What follows belongs to an exercise in optimizing a design on an open flow for small area; a production flow would make more cautious choices.
Only simulation tests tie the RTL to the original design; equivalence was not proved.
In every run shown here, the design's own scripts or RTL, not TritonCTS, make the clock network.
The flow treats the clock pin as an ideal source. Dropping or thinning the clock tree relies on that and would not hold on a real chip.
No activity file was given, so power comes from the tool's default toggle rates.

## flow/design.v

```verilog
module digitalAssign(clk, rst, rst_n, a, b, c, d, e, indicator, HEX, door,
                     status1, status2, status3, status4, status5,
                     i1, i2, i3, i4, i5, led);
input clk, rst, rst_n, a, b, c, d, e, i1, i2, i3, i4, i5;
output reg [7:0] indicator;
output reg door;
output reg [6:0] HEX;
output reg [6:0] status1, status2, status3, status4, status5;
output reg [17:0] led;
localparam [2:0] IDLE = 3'd0;
localparam [2:0] VAL = 3'd1;
localparam [2:0] DENIED = 3'd2;
localparam [2:0] GRANTED = 3'd3;
localparam [2:0] OPEN = 3'd5;
localparam [2:0] CLOSE = 3'd4;
reg  [11:0] div;
wire div_fb  = div[11] ^ (div[0] | div[9]);
wire div_hit = div[11] & ~div[10] & ~div[9] & div[8] & div[6] & ~div[5] & div[4] & ~div[3] & div[2] & div[1];
always @(posedge clk or negedge rst)
    if (!rst) div <= 12'b000001100100;
    else      div <= {div[10:0], div_fb | div_hit};
reg [2:0] state, next_state;
always @(*) begin
    case (state)
    IDLE:    next_state = a ? VAL : IDLE;
    VAL:     next_state = b ? (({i1,i2,i3,i4,i5} == 5'b11010) ? GRANTED : DENIED) : VAL;
    DENIED:  next_state = DENIED;
    GRANTED: next_state = c ? OPEN : GRANTED;
    OPEN:    next_state = d ? CLOSE : OPEN;
    CLOSE:   next_state = e ? IDLE : CLOSE;
    default: next_state = state;
    endcase
end
always @(posedge clk or negedge rst)
    if (!rst)         state <= IDLE;
    else if (div_hit) state <= next_state;
reg  [11:0] pre;
wire pre_fb  = pre[11] ^ (pre[3] | pre[6]);
wire pre_hit = pre[10] & ~pre[9] & ~pre[8] & ~pre[6] & ~pre[5] & pre[4] & ~pre[2] & pre[1] & ~pre[0];
reg  [3:0] k, k_next;
always @(*) begin
    case (k)
    4'd0: k_next = 4'd1;
    4'd1: k_next = 4'd2;
    4'd2: k_next = 4'd3;
    4'd3: k_next = 4'd4;
    4'd4: k_next = 4'd5;
    4'd5: k_next = 4'd6;
    4'd6: k_next = 4'd7;
    4'd7: k_next = 4'd8;
    4'd8: k_next = 4'd9;
    4'd9: k_next = 4'd9;
    default: k_next = k;
    endcase
end
always @(posedge clk or negedge rst_n)
    if (!rst_n) begin
        pre <= 12'b100100100100;
        k   <= 4'd0;
    end else begin
        pre <= {pre[10:0], pre_fb & ~pre_hit};
        if (pre_hit) k <= k_next;
    end
reg [8:0] lo;
always @(*) begin
    case (k)
    4'd0: lo = 9'b111111111;
    4'd1: lo = 9'b011111111;
    4'd2: lo = 9'b001111111;
    4'd3: lo = 9'b000111111;
    4'd4: lo = 9'b000011111;
    4'd5: lo = 9'b000001111;
    4'd6: lo = 9'b000000111;
    4'd7: lo = 9'b000000011;
    4'd8: lo = 9'b000000001;
    4'd9: lo = 9'b000000000;
    default: lo = 9'b000000000;
    endcase
end
wire [8:0] lc = ~{lo[0], lo[1], lo[2], lo[3], lo[4], lo[5], lo[6], lo[7], lo[8]};
always @(*) begin
    indicator = 8'h00; door = 1'b0; led = 18'd0;
    HEX = 7'b1111111;
    status1 = 7'b1111111; status2 = 7'b1111111; status3 = 7'b1111111;
    status4 = 7'b1111111; status5 = 7'b1111111;
    case (state)
    IDLE: begin
        indicator = 8'b00000001; HEX = 7'b1000000;
        status1 = 7'b1001111; status2 = 7'b1000000; status3 = 7'b1000111;
        status4 = 7'b0000110; status5 = 7'b1111111;
    end
    VAL: begin
        indicator = 8'b00000010; HEX = 7'b1111001;
        status1 = 7'b0001100; status2 = 7'b0001110; status3 = 7'b1001111;
        status4 = 7'b1000000; status5 = 7'b1111111;
    end
    DENIED: begin
        indicator = 8'b00000100; HEX = 7'b0100100;
        status1 = 7'b1001000; status2 = 7'b1000000; status3 = 7'b0001100;
        status4 = 7'b0000110; status5 = 7'b1111111;
    end
    GRANTED: begin
        indicator = 8'b11111111; HEX = 7'b0110000;
        status1 = 7'b0001100; status2 = 7'b0001000; status3 = 7'b0010010;
        status4 = 7'b0010010; status5 = 7'b1111111;
    end
    OPEN: begin
        indicator = 8'b00010000; HEX = 7'b0011001; door = 1'b1; led = {lo[0], lo[1], lo[2], lo[3], lo[4], lo[5], lo[6], lo[7], lo[8], lo};
        status1 = 7'b1000000; status2 = 7'b0001100; status3 = 7'b0000110;
        status4 = 7'b1001000; status5 = 7'b1111111;
    end
    CLOSE: begin
        indicator = 8'b00100000; HEX = 7'b0010010; led = {lc[0], lc[1], lc[2], lc[3], lc[4], lc[5], lc[6], lc[7], lc[8], lc};
        status1 = 7'b1000111; status2 = 7'b1000000; status3 = 7'b0010010;
        status4 = 7'b0000110; status5 = 7'b1000110;
    end
    3'd6: begin   
        indicator = 8'b00100100; HEX = 7'b0010110; door = 1'b0;
        status1 = 7'b1000000; status2 = 7'b1000000; status3 = 7'b0010000;
        status4 = 7'b0000110; status5 = 7'b1000110;
    end
    3'd7: begin   
        indicator = 8'b11111101; HEX = 7'b0010000; door = 1'b1;
        status1 = 7'b1000000; status2 = 7'b0001000; status3 = 7'b0010010;
        status4 = 7'b0011010; status5 = 7'b1111111;
    end
    endcase
end
endmodule
```

## flow/flow/run.sh

```bash
#!/bin/bash
# Own layout flow: the standard ORFS layout with these changes:
#  - synthesis is the standard flow's own (synth_recipe.tcl), but ABC maps the
#    combinational logic with an area-oriented script (flow/area.abc, with
#    &deepsyn); the script is run with several random seeds and the seed
#    giving the smallest cell area (flip-flops included, buffers excluded)
#    is used for the layout;
#  - combinational cells are then set to their smallest drive strength
#    (the resizer upsizes again wherever timing or slew needs it);
#  - the constant outputs share one tie cell;
#  - the smallest buffer (buf_1) is the port buffer;
#  - the clock tree is three clock buffers in parallel, each driving a third
#    of the registers (flow/my_cts.tcl in place of ORFS's CTS step).
set -euo pipefail
W=$(pwd)
export FLOW_SYNTH_TCL=$W/synth_recipe.tcl
export FLOW_CLOCK_PORT=clk
export FLOW_CLOCK_BUF=sky130_fd_sc_hd__clkbuf_4
export FLOW_CLOCK_NBUF=3
export BUFFER_PORTS_ARGS="-buffer_cell sky130_fd_sc_hd__buf_1"
export RECOVER_POWER=100
# keep the single tie cell instead of one per constant output port
export SKIP_REPAIR_TIE_FANOUT=1
PLAT=$FLOW_PLATFORM
sed "s#SYNTH_SCRIPT=[^ ]*#SYNTH_SCRIPT=$W/flow/synth_abc.tcl#" standard.sh > flow_standard.sh
sed "s#\"\${@:-finish}\"#RUN_SCRIPT=$W/flow/my_cts.tcl RUN_LOG_NAME_STEM=4_1_cts run#" flow_standard.sh > flow_cts.sh

# ---- pick the ABC seed
SEEDS="0 1 2 3 4 5 6 7"
mkdir -p seeds
for s in $SEEDS; do
  sed "s/&deepsyn /\&deepsyn -S $s /" flow/area.abc > seeds/area_$s.abc
  sed "s#WORK_HOME=[^ ]*#WORK_HOME=$W/seeds/orfs_$s#" flow_standard.sh > seeds/synth_$s.sh
done
run_seed() {
  FLOW_ABC_SCRIPT=$W/seeds/area_$1.abc bash seeds/synth_$1.sh synth > seeds/synth_$1.log 2>&1 || true
  awk '/sky130_fd_sc_hd__/ && $3 !~ /__buf_/ { s += $2 } END { printf "%.4f\n", s }' \
    seeds/orfs_$1/reports/$PLAT/digitalAssign/base/synth_stat.txt > seeds/area_$1.txt 2>/dev/null || echo 1e9 > seeds/area_$1.txt
}
for s in $SEEDS; do
  run_seed $s &
  if (( $(jobs -r | wc -l) >= ${NUM_CORES:-4} )); then wait -n; fi
done
wait
BEST=0; BESTA=1e9
for s in $SEEDS; do
  a=$(cat seeds/area_$s.txt)
  echo "seed $s area $a" >> seeds/summary.log
  if awk -v a="$a" -v b="$BESTA" 'BEGIN { exit !(a < b) }'; then BEST=$s; BESTA=$a; fi
done
echo "best seed $BEST area $BESTA" >> seeds/summary.log
rm -rf seeds/orfs_*
export FLOW_ABC_SCRIPT=$W/seeds/area_$BEST.abc

# ---- layout
bash flow_standard.sh synth > synth.log 2>&1
NET=orfs/results/$PLAT/digitalAssign/base/1_2_yosys.v
cp $NET synth_netlist_orig.log
bash flow/downsize.sh $NET "$FLOW_HOME/platforms/$PLAT/lib/sky130_fd_sc_hd__tt_025C_1v80.lib" > downsize.log 2>&1
python3 flow/merge_ties.py $NET > merge_ties.log 2>&1
touch $NET
bash flow_standard.sh place > place.log 2>&1
bash flow_cts.sh > cts.log 2>&1
bash flow_standard.sh > layout.log 2>&1
```

## flow/flow/area.abc

```
&get -n
&st
&deepsyn -I 1 -J 100
&dch -f
&nf -p -R 1000
&put
topo
```

## flow/flow/downsize.sh

```bash
#!/bin/bash
# Replace every combinational cell of the netlist $1 by the smallest-area
# member of its family (same function and pins, lower drive strength).
# Flip-flops keep their cell type.
set -euo pipefail
NET=$1; LIB=$2
# cell areas from the liberty file: "name area"
awk '/^[ \t]*cell[ \t]*\(/ { gsub(/.*cell[ \t]*\([ \t]*"?|"?[ \t]*\).*/, ""); c=$0 }
     /^[ \t]*area[ \t]*:/ && c != "" { a=$0; gsub(/.*:[ \t]*|[ \t;]*$/, "", a); print c, a; c="" }' "$LIB" > areas.txt
# smallest member of each family (name without the _N suffix)
awk '{ n=$1; f=n; sub(/_[0-9]+$/, "", f);
       if (!(f in best) || $2+0 < ba[f]) { best[f]=n; ba[f]=$2+0 } }
     END { for (f in best) print f, best[f] }' areas.txt > smallest.txt
cp "$NET" "$NET.in"
awk 'NR==FNR { sm[$1]=$2; next }
     {
       if (match($0, /^[ \t]*sky130_fd_sc_hd__[a-z0-9_]+[ \t]/)) {
         cell=substr($0, RSTART, RLENGTH); gsub(/[ \t]/, "", cell)
         fam=cell; sub(/_[0-9]+$/, "", fam)
         if (fam !~ /__(df|sdf|edf|sedf|dl|sdl|conb|tap|fill|decap)/ && (fam in sm) && sm[fam] != cell) {
           print "resize " cell " -> " sm[fam] > "/dev/stderr"
           sub(cell, sm[fam])
         }
       }
       print
     }' smallest.txt "$NET.in" > "$NET"
rm -f "$NET.in"
```

## flow/flow/merge_ties.py

```python
#!/usr/bin/env python3
"""Merge the synthesis netlist's tie-high and tie-low cells into one conb
cell, whose HI and LO pins then drive the constant-1 and constant-0 nets."""
import re, sys
path = sys.argv[1]
src = open(path).read()
pat = re.compile(r'\n(\s*)sky130_fd_sc_hd__conb_1 (\S+) \(\s*\.(HI|LO)\(([^()]+)\)\s*\);')
cells = pat.findall(src)
hi = [c for c in cells if c[2] == 'HI']
lo = [c for c in cells if c[2] == 'LO']
print(f"tie cells: {len(hi)} HI, {len(lo)} LO")
if len(hi) == 1 and len(lo) == 1:
    ind, name_lo, _, net_lo = lo[0]
    src = pat.sub(lambda m: '' if m.group(2) == name_lo else m.group(0), src)
    ind, name_hi, _, net_hi = hi[0]
    src = pat.sub(lambda m: (f"\n{ind}sky130_fd_sc_hd__conb_1 {name_hi} (\n{ind}  .HI({net_hi}),\n{ind}  .LO({net_lo})\n{ind});"
                             if m.group(2) == name_hi else m.group(0)), src)
    open(path, 'w').write(src)
    print(f"merged {name_lo} into {name_hi}")
```

## flow/flow/my_cts.tcl

```tcl
# Clock tree of FLOW_CLOCK_NBUF clock buffers (FLOW_CLOCK_BUF) in parallel:
# the clock port drives each buffer, and each buffer drives the clock pins of
# one group of registers (groups split by x position). Replaces ORFS's CTS
# step; otherwise follows cts.tcl (timing repair, detailed placement, outputs).
utl::set_metrics_stage "cts__{}"
source $::env(SCRIPTS_DIR)/load.tcl
erase_non_stage_variables cts
load_design 3_place.odb 3_place.sdc

set block [ord::get_db_block]
set clk_net [$block findNet $::env(FLOW_CLOCK_PORT)]
set master [[ord::get_db] findMaster $::env(FLOW_CLOCK_BUF)]
set nbuf $::env(FLOW_CLOCK_NBUF)
set sinks {}
foreach it [$clk_net getITerms] {
  set loc [[$it getInst] getLocation]
  lappend sinks [list [lindex $loc 0] [lindex $loc 1] $it]
}
set sinks [lsort -integer -index 0 $sinks]
set n [llength $sinks]
puts "clock port drives $n pins; splitting them over $nbuf buffers"
for { set b 0 } { $b < $nbuf } { incr b } {
  set lo [expr { ($b * $n) / $nbuf }]
  set hi [expr { (($b + 1) * $n) / $nbuf - 1 }]
  set inst [odb::dbInst_create $block $master clkbuf_root_$b]
  set leaf [odb::dbNet_create $block clknet_root_$b]
  $leaf setSigType CLOCK
  set sx 0; set sy 0; set m 0
  foreach s [lrange $sinks $lo $hi] {
    set it [lindex $s 2]
    set sx [expr { $sx + [lindex $s 0] }]; set sy [expr { $sy + [lindex $s 1] }]; incr m
    $it disconnect
    $it connect $leaf
  }
  puts "clock buffer $b drives $m pins"
  [$inst findITerm A] connect $clk_net
  [$inst findITerm X] connect $leaf
  $inst setLocation [expr { $sx / $m }] [expr { $sy / $m }]
  $inst setPlacementStatus PLACED
}

set_dont_use $::env(DONT_USE_CELLS)
set_propagated_clock [all_clocks]
estimate_parasitics -placement
set_placement_padding -global \
  -left $::env(CELL_PAD_IN_SITES_DETAIL_PLACEMENT) \
  -right $::env(CELL_PAD_IN_SITES_DETAIL_PLACEMENT)
detailed_placement
estimate_parasitics -placement
repair_timing_helper
detailed_placement
check_placement -verbose
report_clock_min_period
report_checks -path_delay min_max
report_check_types -max_slew -max_capacitance
report_clock_skew
orfs_write_db $::env(RESULTS_DIR)/4_1_cts.odb
orfs_write_db $::env(RESULTS_DIR)/4_cts.odb
orfs_write_sdc $::env(RESULTS_DIR)/4_cts.sdc
```

## flow/flow/synth_abc.tcl

```tcl
# The standard synthesis (synth_recipe.tcl, unchanged), except that the
# combinational logic is mapped by ABC with the script in FLOW_ABC_SCRIPT
# (an area-oriented script) instead of ORFS's speed script. Registers are
# mapped by dfflibmap as in the standard synthesis and keep their names.
proc abc {args} {
  set i [lsearch -exact $args -script]
  if { $i >= 0 } {
    lset args [expr { $i + 1 }] $::env(FLOW_ABC_SCRIPT)
  }
  puts "abc with script $::env(FLOW_ABC_SCRIPT)"
  yosys abc {*}$args
}
source $::env(FLOW_SYNTH_TCL)
```

## flow/standard.sh

```bash
#!/bin/bash
# synth_recipe.tcl (not shown) runs the flow's synth.tcl, then flattens the netlist and writes it again
# the make line also repeats each setting of config.mk as NAME=value (left out here)
make -C /OpenROAD-flow-scripts/flow DESIGN_CONFIG=/design/flow/config.mk WORK_HOME=/design/flow/orfs CLKGATE_MAP_FILE= SYNTH_SCRIPT=/design/flow/synth_recipe.tcl "${@:-finish}"
```

## flow/config.mk

```make
export PLATFORM = sky130hd
export DESIGN_NAME = digitalAssign
export DESIGN_NICKNAME = digitalAssign
export VERILOG_FILES = /design/flow/design.v
export SDC_FILE = /design/flow/constraint.sdc
export NUM_CORES = 4
export LEC_CHECK = 0
export CAP_MARGIN = 20
export CORE_MARGIN = 2
export CORE_UTILIZATION = 40
export SLEW_MARGIN = 20
```

## flow/constraint.sdc

```tcl
create_clock -name core_clock -period 10.0 [get_ports {clk}]
set_input_delay 2.0000 -clock core_clock [delete_from_list [all_inputs] [get_ports {clk}]]
set_output_delay 2.0000 -clock core_clock [all_outputs]
set_load 0.01 [all_outputs]
```

==> flow_summary.ini, run 1 <==
[cells_and_area]
antenna_cells = 0
layout_common_cells = buf_1, dfrtp_1, nor2_1
finalNetCount = 205
drive_gt1_frac = 0.0423
mostFrequentLayoutCell = buf_1
area_delta_synth_final_pct = 16.5

[timing]
period_minus_slack_ps = 4110
fin_crit_sh = 0.411
report.final.slew_viol_count = 0
fmaxAchievable_mhz = 243
hold_viol = 0
worst_clock_skew_ps = 12.5
slew-limit-headroom = 0.476
fin_ws_ps = 5890
setup_tns_ps = 0
setup_viol = 0
tightest_slew_ps = 786
rsz0062_at_grt = no

[worst_setup_path]
cp.depth = 7
worstPathCellList = clkinv_1, o21ai_0, nand2b_1, clkinv_1, a21oi_1, o21ai_0, buf_1
setup.worst_path.end = led[0]
arrival_ps = 2110
cp.required_ps = 8000
end_kind = output pin
r2r_setup_slack_ps = 8180
cp_max_fo = 11
worst_r2r_path_depth = 5
critical-path-slowest-cell = dfrtp_1
criticalPathCategory = reg -> out
cp_top_family = compound AO/OA/AOI/OAI gates
cpPeakStageDelay_ps = 530
start_kind = flop
r2r-start = div[2]
r2r_end = state[2]
startpoint = state[0]
crit_buf_inv = 3

[flow_run]
maxCapViolations = 0

[placement]
pre_cts_slack_ps = 6050
port_buffers = 70
gp_congestion = 0.845
hpwl_um = 2160

[floorplan]
start_util = 0.427
die_w_um = 61.8
row_count = 20
core_sq_um = 3130
io_pins = 82
die_h_um = 61.8
fp.dieArea_sq_um = 3820

[power]
power_density_nw_per_um2 = 111
ir_drop_mv = 0.0770
internal_power_uw = 141
p_comb_frac = 0.034
pwr-share-clk = 0.238
swShare = 0.181
p_sw_uw = 31.2
p_leak_nw = 0.674
seq_power_share = 0.728

[worst_hold_path]
hold_class = reg -> reg
hold_path.startpoint = div[7]

[synthesis]
synth_nets = 162
netlist_area_sq_um = 1340
netlist_instances = 148
syn_area_per_cell_sq_um = 9.03
yosysWarningCount = 1

[run_status]
status = complete, no violations

[clock_network]
clk_pin_slew_worst_paths_ps = 90
clock_latency_ps = 160
hold_buffers = 0
postCtsSetupBuffers = 0
post_cts_resize_count = 0

[global_routing]
grt_pass1_wl_um = 3750
grt_max_degree = 17
grt_remaining_overflow = 0
grt_pass1_vias = 859
grt.total_usage = 0.125
antenna_found_initial = 0

[detailed_routing]
wl_um = 2670
vias = 1080
wl_per_cell_um = 11.4
initialDrtViolationCount = 59
vias_per_cell = 4.64
antenna_left = 0
drc_errors = 0
first_pass_iters = 4
==> flip-flops by register name, indices dropped and copies added (netlist names) <==
name   flops
k          4
state      3
pre       12
div       12
==> worst register-to-register path, cell delays in order (launching register included) <==
cell,delay [ps]
dfstp_2,540
nand4b_1,80
or4_1,550
nor3_1,230
nand2_1,100
a32o_1,210
==> routing by layer <==
| metal | vias up | track usage | share of wire |
|---|---|---|---|
| met3 | 2 | 0.0104 | 0.043 |
| met4 | 0 | 0.0122 | 0.0030 |
| li1 | 533 | - | - |
| met1 | 515 | 0.187 | 0.44 |
| met2 | 30 | 0.208 | 0.51 |
| met5 | - | 0 | 0 |
==> per-stage QoR <==
step / area, sq um / std cells / power [mW] / utilization / hold WS [ps]
floorplan: 1340 / 148 / 0.131 / - / 331
global placement: 1530 / 230 / 0.134 / 0.490 / 334
detailed placement: 1530 / 230 / 0.134 / 0.490 / 339
global route: 1560 / 233 / 0.180 / 0.498 / 379
finish: 1560 / 233 / 0.172 / 0.498 / 356
==> worst min path at each step <==
stage / cells after the start / to
global route: 0 / div[8]
detailed placement: 0 / div[8]
finish: 0 / div[8]
floorplan: 0 / div[8]
global placement: 0 / div[8]
==> final cells by class <==
| type | count | area (sq um) |
|---|---|---|
| Fill cell | 313 | 1570 |
| Sequential cell | 31 | 785 |
| Multi-Input combinational cell | 72 | 383 |
| Timing Repair Buffer | 70 | 263 |
| Tap cell | 44 | 55.1 |
| Inverter | 13 | 48.8 |
| Buffer | 3 | 22.5 |
==> power groups by stage <==
stage               clock [mW]  combinational (mW)  sequential [mW]
floorplan                    0             0.00340            0.128
global placement             0             0.00593            0.128
detailed placement           0             0.00610            0.128
global route            0.0473             0.00719            0.125
finish                  0.0409             0.00594            0.125
==> run 2, diff against run 1 <==
--- a/flow/design.v
+++ b/flow/design.v
@@ -74,7 +74,7 @@
     4'd7: lo = 9'b000000011;
     4'd8: lo = 9'b000000001;
     4'd9: lo = 9'b000000000;
-    default: lo = 9'b000000000;
+    default: lo = 9'b111111111;
     endcase
 end
 wire [8:0] lc = ~{lo[0], lo[1], lo[2], lo[3], lo[4], lo[5], lo[6], lo[7], lo[8]};
@@ -115,11 +115,13 @@
         status4 = 7'b0000110; status5 = 7'b1000110;
     end
     3'd6: begin   
+        led = {lc[0], lc[1], lc[2], lc[3], lc[4], lc[5], lc[6], lc[7], lc[8], lc};
         indicator = 8'b00100100; HEX = 7'b0010110; door = 1'b0;
         status1 = 7'b1000000; status2 = 7'b1000000; status3 = 7'b0010000;
         status4 = 7'b0000110; status5 = 7'b1000110;
     end
     3'd7: begin   
+        led = {lc[0], lc[1], lc[2], lc[3], lc[4], lc[5], lc[6], lc[7], lc[8], lc};
         indicator = 8'b11111101; HEX = 7'b0010000; door = 1'b1;
         status1 = 7'b1000000; status2 = 7'b0001000; status3 = 7'b0010010;
         status4 = 7'b0011010; status5 = 7'b1111111;
==> flow_summary.ini, run 2 <==
[clock_network]
clock_latency_ps = 160
post_cts_resize_count = 0
clk_pin_slew_worst_paths_ps = 100
hold_buffers = 0
postCtsSetupBuffers = 0

[cells_and_area]
antenna_cells = 0
drive_gt1_frac = 0.0374
finalNetCount = 203
area_delta_synth_final_pct = 16.5
layout_common_cells = buf_1, dfrtp_1, nor2_1
reg_top3 = div (12), pre (12), k (4)
mostFrequentLayoutCell = buf_1
finish.utilization = 0.501

[timing]
rsz0062_at_grt = no
fin_crit_sh = 0.460
tightest_slew_ps = 811
slew-limit-headroom = 0.460
fin_ws_ps = 5400
period_minus_slack_ps = 4600
hold_viol = 0
fmaxAchievable_mhz = 217
worst_clock_skew_ps = 12.7
setup_tns_ps = 0
report.final.slew_viol_count = 0
setup_viol = 0

[synthesis]
synth_nets = 160
yosysWarningCount = 1
netlist_instances = 146
syn_area_per_cell_sq_um = 9.14
netlist_area_sq_um = 1330

[worst_setup_path]
start_kind = flop
r2r_end = state[1]
worstPathCellList = clkinv_1, nor2_1, nor2_1, o21ai_0, o21ai_0, o21bai_1, buf_1
critical-path-slowest-cell = o21ai_0
worst_r2r_path_depth = 5
r2r-start = div[2]
cp_top_family = compound AO/OA/AOI/OAI gates
r2r_setup_slack_ps = 8270
criticalPathCategory = reg -> out
arrival_ps = 2600
end_kind = output pin
cp_max_fo = 11
cp.required_ps = 8000
crit_buf_inv = 2
cpPeakStageDelay_ps = 580

[placement]
pre_cts_slack_ps = 5610
hpwl_um = 2080
port_buffers = 70
gp_congestion = 0.726

[detailed_routing]
first_pass_iters = 4
drc_errors = 0
vias = 1068
wl_um = 2630
initialDrtViolationCount = 61
vias_per_cell = 4.62
wl_per_cell_um = 11.4
antenna_left = 0

[floorplan]
start_util = 0.430
core_sq_um = 3100
io_pins = 82
die_h_um = 61.7
row_count = 20
fp.dieArea_sq_um = 3810
die_w_um = 61.7

[run_status]
status = complete, no violations

[power]
finalPower_uw = 173
ir_drop_mv = 0.0843
p_leak_nw = 0.668
power_density_nw_per_um2 = 111

[worst_hold_path]
worstHoldPathCells = 0
hold_end = div[8]
hold_path.startpoint = div[7]
hold_class = reg -> reg

[global_routing]
antenna_found_initial = 0
grt.total_usage = 0.123
grt_remaining_overflow = 0
grt_pass1_vias = 881
grt_max_degree = 17
grt_pass1_wl_um = 3640

[flow_run]
maxCapViolations = 0
-- run 2: worst reg2reg max path: stages, from the launching register on --
cell      delay [ps]
dfstp_2          540
nand4b_1          80
or4_1            580
nor2_1           210
a21oi_1          100
a31oi_1          150
-- run 2: how the worst max path moves through the flow --
stage,from,to,depth (start not counted)
5_1_grt,state[0],led[2],7
3_5_place_dp,state[0],led[15],7
3_3_place_gp,state[0],led[15],7
2_1_floorplan,state[0],led[15],7
6_report,state[0],led[2],7
-- run 2: where the power goes --
group / leakage, nW / total (mW) / switching [mW] / internal [mW]
combinational: 0.251 / 0.00592 / 0.00474 / 0.00118
sequential: 0.403 / 0.125 / 0.0000000000000000251 / 0.125
clock: 0.0138 / 0.0413 / 0.0269 / 0.0144
-- run 2: layout make-up --
type / count / area, sq um
fillers: 307 / 1550
flip-flops and latches: 31 / 785
multi-input cells: 73 / 392
repair buffers: 70 / 263
well taps: 44 / 55.1
inverters: 10 / 37.5
plain buffers: 3 / 22.5
-- run 2: metal layers --
layer / GRT usage / wire (um) / vias to the layer above
met3: 0.0124 / 155 / 2
met1: 0.147 / 1120 / 487
met4: 0.00608 / 10 / 0
met5: 0 / 0 / -
met2: 0.248 / 1340 / 48
li1: - / - / 531
-- run 2: stage by stage --
step	hold WS [ps]	std cells	cell area (sq um)
final	363	231	1550
after global routing	379	231	1550
after detailed placement	340	228	1530
after global placement	334	228	1530
after floorplan	331	146	1330
==> run 3, diff against run 2 <==
==> flow/flow/run.sh (replaced) <==
#!/bin/bash
# Own layout flow: the standard ORFS layout with these changes:
#  - synthesis is the standard flow's own (synth_recipe.tcl), but ABC maps the
#    combinational logic with an area-oriented script (&deepsyn, then the
#    mapper of flow/area_nf.abc or flow/area_amap.abc); each script is run
#    with several random seeds for &deepsyn, and the script and seed giving
#    the smallest cell area (flip-flops included, buffers excluded) are used
#    for the layout;
#  - combinational cells are then set to their smallest drive strength
#    (the resizer upsizes again wherever timing or slew needs it);
#  - the constant outputs share one tie cell;
#  - the smallest buffer (buf_1) is the port buffer;
#  - the clock tree is three clock buffers in parallel, each driving a third
#    of the registers (flow/my_cts.tcl in place of ORFS's CTS step).
set -euo pipefail
W=$(pwd)
export FLOW_SYNTH_TCL=$W/synth_recipe.tcl
export FLOW_CLOCK_PORT=clk
export FLOW_CLOCK_BUF=sky130_fd_sc_hd__clkbuf_4
export FLOW_CLOCK_NBUF=3
export BUFFER_PORTS_ARGS="-buffer_cell sky130_fd_sc_hd__buf_1"
export RECOVER_POWER=100
# keep the single tie cell instead of one per constant output port
export SKIP_REPAIR_TIE_FANOUT=1
PLAT=$FLOW_PLATFORM
sed "s#SYNTH_SCRIPT=[^ ]*#SYNTH_SCRIPT=$W/flow/synth_abc.tcl#" standard.sh > flow_standard.sh
sed "s#\"\${@:-finish}\"#RUN_SCRIPT=$W/flow/my_cts.tcl RUN_LOG_NAME_STEM=4_1_cts run#" flow_standard.sh > flow_cts.sh

# ---- pick the ABC script and seed
LIB="$FLOW_HOME/platforms/$PLAT/lib/sky130_fd_sc_hd__tt_025C_1v80.lib"
# cell areas, and the smallest cell of each family (as in flow/downsize.sh)
awk '/^[ \t]*cell[ \t]*\(/ { gsub(/.*cell[ \t]*\([ \t]*"?|"?[ \t]*\).*/, ""); c=$0 }
     /^[ \t]*area[ \t]*:/ && c != "" { a=$0; gsub(/.*:[ \t]*|[ \t;]*$/, "", a); print c, a; c="" }' "$LIB" > areas.txt
awk '{ n=$1; f=n; sub(/_[0-9]+$/, "", f);
       if (!(f in best) || $2+0 < ba[f]) { best[f]=n; ba[f]=$2+0 } }
     END { for (f in best) print f, best[f] }' areas.txt > smallest.txt
CANDS=""
mkdir -p seeds
for m in nf amap; do
  for s in 0 1 2 3 4 5 6 7; do
    c=${m}_$s
    CANDS="$CANDS $c"
    sed "s/&deepsyn /\&deepsyn -S $s /" flow/area_$m.abc > seeds/area_$c.abc
    sed "s#WORK_HOME=[^ ]*#WORK_HOME=$W/seeds/orfs_$c#" flow_standard.sh > seeds/synth_$c.sh
  done
done
run_cand() {
  FLOW_ABC_SCRIPT=$W/seeds/area_$1.abc bash seeds/synth_$1.sh synth > seeds/synth_$1.log 2>&1 || true
  # area after setting combinational cells to their smallest size, without buffers
  awk 'FILENAME == "areas.txt" { ar[$1]=$2; next } FILENAME == "smallest.txt" { sm[$1]=$2; next }
       /sky130_fd_sc_hd__/ && $3 !~ /__buf_/ { c=$3; f=c; sub(/_[0-9]+$/, "", f)
         if (c !~ /__df/ && (f in sm)) c=sm[f]; s += $1*ar[c] }
       END { printf "%.4f\n", s }' areas.txt smallest.txt \
    seeds/orfs_$1/reports/$PLAT/digitalAssign/base/synth_stat.txt > seeds/area_$1.txt 2>/dev/null || echo 1e9 > seeds/area_$1.txt
  rm -rf seeds/orfs_$1
}
for c in $CANDS; do
  run_cand $c &
  if (( $(jobs -r | wc -l) >= ${NUM_CORES:-4} )); then wait -n; fi
done
wait
BEST=""; BESTA=1e9
for c in $CANDS; do
  a=$(cat seeds/area_$c.txt)
  echo "candidate $c area $a" >> seeds/summary.log
  if awk -v a="$a" -v b="$BESTA" 'BEGIN { exit !(a < b) }'; then BEST=$c; BESTA=$a; fi
done
echo "best $BEST area $BESTA" >> seeds/summary.log
export FLOW_ABC_SCRIPT=$W/seeds/area_$BEST.abc

# ---- layout
bash flow_standard.sh synth > synth.log 2>&1
NET=orfs/results/$PLAT/digitalAssign/base/1_2_yosys.v
cp $NET synth_netlist_orig.log
bash flow/downsize.sh $NET "$FLOW_HOME/platforms/$PLAT/lib/sky130_fd_sc_hd__tt_025C_1v80.lib" > downsize.log 2>&1
python3 flow/merge_ties.py $NET > merge_ties.log 2>&1
touch $NET
bash flow_standard.sh place > place.log 2>&1
bash flow_cts.sh > cts.log 2>&1
bash flow_standard.sh > layout.log 2>&1
==> flow/flow/area_amap.abc (new file) <==
&get -n
&st
&deepsyn -I 1 -J 100
&put
dch -f
amap
topo
==> flow/flow/area_nf.abc (new file) <==
&get -n
&st
&deepsyn -I 1 -J 100
&dch -f
&nf -p -R 1000
&put
topo
removed: flow/flow/area.abc
==> flow_summary.ini, run 3 <==
[run_status]
status = complete, no violations

[timing]
rsz0062_at_grt = no
fin_ws_ps = 5470
period_minus_slack_ps = 4530
setup_viol = 0
hold_ws_ps = 360
slew-limit-headroom = 0.446
hold_viol = 0
tightest_slew_ps = 823
worst_clock_skew_ps = 13.6
fmaxAchievable_mhz = 221
report.final.slew_viol_count = 0
setup_tns_ps = 0
fin_crit_sh = 0.453

[clock_network]
hold_buffers = 0
clock_latency_ps = 160
postCtsSetupBuffers = 0
clk_pin_slew_worst_paths_ps = 100
post_cts_resize_count = 0

[floorplan]
io_pins = 82
fp.dieArea_sq_um = 3830
core_sq_um = 3280
start_util = 0.408
die_h_um = 61.9
die_w_um = 61.9
row_count = 21

[cells_and_area]
mostFrequentLayoutCell = buf_1
antenna_cells = 0
finalNetCount = 206
reg_top3 = div (12), pre (12), k (4)
drive_gt1_frac = 0.0316
layout_common_cells = buf_1, nor2_1, dfrtp_1
nFillCells = 320
finish.utilization = 0.470
area_delta_synth_final_pct = 15.2

[global_routing]
grt_remaining_overflow = 0
antenna_found_initial = 0
grt_max_degree = 17
grt_pass1_vias = 808
grt.total_usage = 0.114
grt_pass1_wl_um = 3440

[power]
p_leak_nw = 0.642
power_density_nw_per_um2 = 111
ir_drop_mv = 0.0858
finalPower_uw = 171

[worst_setup_path]
end_kind = output pin
arrival_ps = 2530
cp_max_fo = 10
criticalPathCategory = reg -> out
start_kind = flop
cp.required_ps = 8000

[synthesis]
syn_area_per_cell_sq_um = 8.70
netlist_area_sq_um = 1340
netlist_instances = 154
synth_nets = 168
yosysWarningCount = 1

[detailed_routing]
vias = 1087
wl_um = 2520
vias_per_cell = 4.61
drc_errors = 0
wl_per_cell_um = 10.7
initialDrtViolationCount = 46
antenna_left = 0
first_pass_iters = 4

[flow_run]
maxCapViolations = 0

[worst_hold_path]
hold_class = reg -> reg

[placement]
port_buffers = 70
hpwl_um = 2110
gp_congestion = 0.752
pre_cts_slack_ps = 5690
-- run 3: critical path, stage by stage, from the launching register on --
cell	delay, ps
dfrtp_1	420
clkinv_1	240
nor2_1	490
a21oi_1	80
o221ai_1	490
o21ai_0	270
o21bai_1	230
buf_1	140
-- run 3: per-layer routing --
| layer | GRT usage | part of all wire | wire length [um] | up-vias |
|---|---|---|---|---|
| li1 | - | - | - | 542 |
| met2 | 0.200 | 0.51 | 1280 | 29 |
| met1 | 0.162 | 0.45 | 1120 | 513 |
| met5 | 0 | 0 | 0 | - |
| met3 | 0.00828 | 0.041 | 103 | 3 |
| met4 | 0.00912 | 0.0040 | 10 | 0 |
-- run 3: cell type report --
type | count | area [sq um] | area share
sequential | 31 | 785 | 0.508
multi-input combinational | 68 | 349 | 0.226
timing repair buffer | 70 | 263 | 0.170
inverter | 18 | 67.6 | 0.0438
tap | 46 | 57.6 | 0.0373
buffer | 3 | 22.5 | 0.0146
-- run 3: path summary, 6_finish.rpt --
path	slack, ps	end	cells past startpoint	start
setup reg to reg	8070	state[0]	7	state[0]
setup / recovery	5470	led[15]	7	state[0]
hold / removal	360	div[8]	0	div[7]
hold reg to reg	360	div[8]	0	div[7]
min in group asynchronous	1860	state[2]	1	rst
max in group asynchronous	7640	pre[1]	1	rst_n
-- run 3: report_power, final --
group / total [mW] / switching, mW / internal (mW)
sequential: 0.125 / 0 / 0.125
combinational: 0.00617 / 0.00478 / 0.00139
clock: 0.0398 / 0.0254 / 0.0144
total: 0.171 / 0.0302 / 0.141
-- run 3: metrics by stage --
step | std cells | cell area (sq um)
after floorplan | 154 | 1340
after global placement | 233 | 1520
after detailed placement | 233 | 1520
after global routing | 236 | 1540
final | 236 | 1540
==> run 4, diff against run 3 <==
--- a/flow/design.v
+++ b/flow/design.v
@@ -9,10 +9,10 @@
 output reg [17:0] led;
 localparam [2:0] IDLE = 3'd0;
 localparam [2:0] VAL = 3'd1;
-localparam [2:0] DENIED = 3'd2;
-localparam [2:0] GRANTED = 3'd3;
-localparam [2:0] OPEN = 3'd5;
-localparam [2:0] CLOSE = 3'd4;
+localparam [2:0] DENIED = 3'd3;
+localparam [2:0] GRANTED = 3'd7;
+localparam [2:0] OPEN = 3'd6;
+localparam [2:0] CLOSE = 3'd2;
 reg  [11:0] div;
 wire div_fb  = div[11] ^ (div[0] | div[9]);
 wire div_hit = div[11] & ~div[10] & ~div[9] & div[8] & div[6] & ~div[5] & div[4] & ~div[3] & div[2] & div[1];
@@ -74,7 +74,7 @@
     4'd7: lo = 9'b000000011;
     4'd8: lo = 9'b000000001;
     4'd9: lo = 9'b000000000;
-    default: lo = 9'b111111111;
+    default: lo = 9'b000000000;
     endcase
 end
 wire [8:0] lc = ~{lo[0], lo[1], lo[2], lo[3], lo[4], lo[5], lo[6], lo[7], lo[8]};
@@ -114,17 +114,15 @@
         status1 = 7'b1000111; status2 = 7'b1000000; status3 = 7'b0010010;
         status4 = 7'b0000110; status5 = 7'b1000110;
     end
-    3'd6: begin   
-        led = {lc[0], lc[1], lc[2], lc[3], lc[4], lc[5], lc[6], lc[7], lc[8], lc};
-        indicator = 8'b00100100; HEX = 7'b0010110; door = 1'b0;
-        status1 = 7'b1000000; status2 = 7'b1000000; status3 = 7'b0010000;
-        status4 = 7'b0000110; status5 = 7'b1000110;
+    3'd4: begin   
+        indicator = 8'b00010001; HEX = 7'b0001001; door = 1'b1;
+        status1 = 7'b1001100; status2 = 7'b1000100; status3 = 7'b0000110;
+        status4 = 7'b1001100; status5 = 7'b1111111;
     end
-    3'd7: begin   
-        led = {lc[0], lc[1], lc[2], lc[3], lc[4], lc[5], lc[6], lc[7], lc[8], lc};
-        indicator = 8'b11111101; HEX = 7'b0010000; door = 1'b1;
-        status1 = 7'b1000000; status2 = 7'b0001000; status3 = 7'b0010010;
-        status4 = 7'b0011010; status5 = 7'b1111111;
+    3'd5: begin   
+        indicator = 8'b00010011; HEX = 7'b0111001; door = 1'b0;
+        status1 = 7'b0001100; status2 = 7'b0001110; status3 = 7'b0000110;
+        status4 = 7'b1000000; status5 = 7'b1111111;
     end
     endcase
 end
==> flow_summary.ini, run 4 <==
[worst_setup_path]
r2r-start = div[6]
end_kind = output pin
cp.required_ps = 8000
criticalPathCategory = reg -> out
critical-path-slowest-cell = dfrtp_1
cp_top_family = compound AO/OA/AOI/OAI gates
worstPathCellList = clkinv_1, nor2_1, o21ai_0, a31oi_1, clkinv_1, a21oi_1, o32ai_1, a21oi_1, or2_0, buf_1
cp_max_fo = 6
startpoint = state[1]
start_kind = flop
worst_r2r_path_depth = 4
cpPeakStageDelay_ps = 430
r2r_end = state[0]
arrival_ps = 2460
r2r_setup_slack_ps = 7950
crit_buf_inv = 3

[timing]
tightest_slew_ps = 1030
period_minus_slack_ps = 4460
worst_clock_skew_ps = 9.54
fin_crit_sh = 0.446
slew-limit-headroom = 0.307
fin_ws_ps = 5540
hold_viol = 0
rsz0062_at_grt = no
report.final.slew_viol_count = 0
setup_viol = 0
fmaxAchievable_mhz = 224
setup_tns_ps = 0

[synthesis]
yosysWarningCount = 1
netlist_instances = 151
synth_nets = 165
syn_area_per_cell_sq_um = 8.85
netlist_area_sq_um = 1340

[cells_and_area]
multi_input_area_sq_um = 345
finish.utilization = 0.492
drive_gt1_frac = 0.0481
layout_common_cells = buf_1, nor2_1, dfrtp_1
seqCellArea_sq_um = 785
antenna_cells = 0
mostFrequentLayoutCell = buf_1
area_delta_synth_final_pct = 15.1
nFillCells = 303
reg_top3 = div (12), pre (12), k (4)
finalNetCount = 203

[power]
finalPower_uw = 172
power_density_nw_per_um2 = 112
p_leak_nw = 0.649
ir_drop_mv = 0.0806

[detailed_routing]
vias = 1087
wl_per_cell_um = 11.5
wl_um = 2660
antenna_left = 0
drc_errors = 0
vias_per_cell = 4.71
initialDrtViolationCount = 64
first_pass_iters = 4

[worst_hold_path]
worstHoldPathCells = 0
hold_end = div[6]
hold_class = reg -> reg
hold_path.startpoint = div[5]

[global_routing]
grt_pass1_wl_um = 3800
grt.total_usage = 0.127
grt_remaining_overflow = 0
grtUsageMet3 = 0.0124
top_usage_layer = met2
antenna_found_initial = 0
grtUsageMet2 = 0.238
grt_pass1_vias = 897
grt.met1_usage = 0.166
grt_max_degree = 17

[clock_network]
hold_buffers = 0
postCtsSetupBuffers = 0
clk_pin_slew_worst_paths_ps = 100
post_cts_resize_count = 0
clock_latency_ps = 160

[placement]
gp_congestion = 0.763
port_buffers = 70
hpwl_um = 2210
pre_cts_slack_ps = 5750

[floorplan]
start_util = 0.427
row_count = 20
io_pins = 82
fp.dieArea_sq_um = 3820
core_sq_um = 3130
die_h_um = 61.8
die_w_um = 61.8

[flow_run]
maxCapViolations = 0

[run_status]
status = complete, no violations
## run 4: worst max-delay path by stage
stage | end | slack (ps) | depth (start not counted)
after floorplan | led[13] | 5650 | 10
after global placement | led[4] | 5930 | 10
after detailed placement | led[13] | 5750 | 10
after global routing | led[4] | 5230 | 10
final | led[13] | 5540 | 10
## run 4: where the power goes
group | total, mW | internal, mW | switching [mW] | leakage (nW)
registers | 0.125 | 0.125 | 0 | 0.408
logic | 0.00586 | 0.00121 | 0.00466 | 0.227
clock network | 0.0407 | 0.0144 | 0.0263 | 0.0138
total | 0.172 | 0.141 | 0.0310 | 0.649
## run 4: per-layer routing
layer | routed length, um | vias up
met2 | 1350 | 52
met5 | 0 | -
met1 | 1120 | 500
met4 | 0 | 0
li1 | - | 535
met3 | 196 | 0
## run 4: final cells by class
cell class | instances | area share
sequential | 31 | 0.510
multi-input combinational | 65 | 0.225
timing repair buffer | 70 | 0.171
inverter | 18 | 0.0439
tap | 44 | 0.0358
buffer | 3 | 0.0146
## run 4: per-stage QoR
step / cells / hold slack, ps / instance area, sq um
2_1_floorplan: 151 / 331 / 1340
5_1_grt: 231 / 369 / 1540
3_3_place_gp: 228 / 337 / 1520
3_5_place_dp: 228 / 340 / 1520
6_report: 231 / 361 / 1540

separate check: timing with driven ports:
How much do the figures lean on ideal ports? The routed layouts below were timed once more, with nothing changed but the port constraints. Step 1 (the two cells are an assumption about what drives the block):
set clk [get_ports {clk}]
set_driving_cell -lib_cell sky130_fd_sc_hd__clkbuf_16 $clk
set_driving_cell -lib_cell sky130_fd_sc_hd__buf_2 [delete_from_list [all_inputs] $clk]
Step 2, shift: input delay + t, output delay - t, t = (earliest + latest rising clock arrival at the registers) / 2. This alone moves slack from input paths to output paths. Three values: ideal ports, drivers, drivers and shift; two values: the first two.
| run | t, ns | setup slack, ns | hold WS [ns] | cell pins on the clock port's net |
|---|---|---|---|---|
| run 1 | 0.189 | 5.891 / 5.859 / 6.048 | 0.356 / 0.356 / 0.356 | 3 |
| run 2 | 0.184 | 5.401 / 5.372 / 5.557 | 0.363 / 0.363 / 0.363 | 3 |
| run 3 | 0.183 | 5.469 / 5.440 / 5.623 | 0.360 / 0.360 / 0.360 | 3 |
| run 4 | 0.184 | 5.538 / 5.510 / 5.694 | 0.361 / 0.361 / 0.361 | 3 |
After both steps every run listed still meets setup and hold.
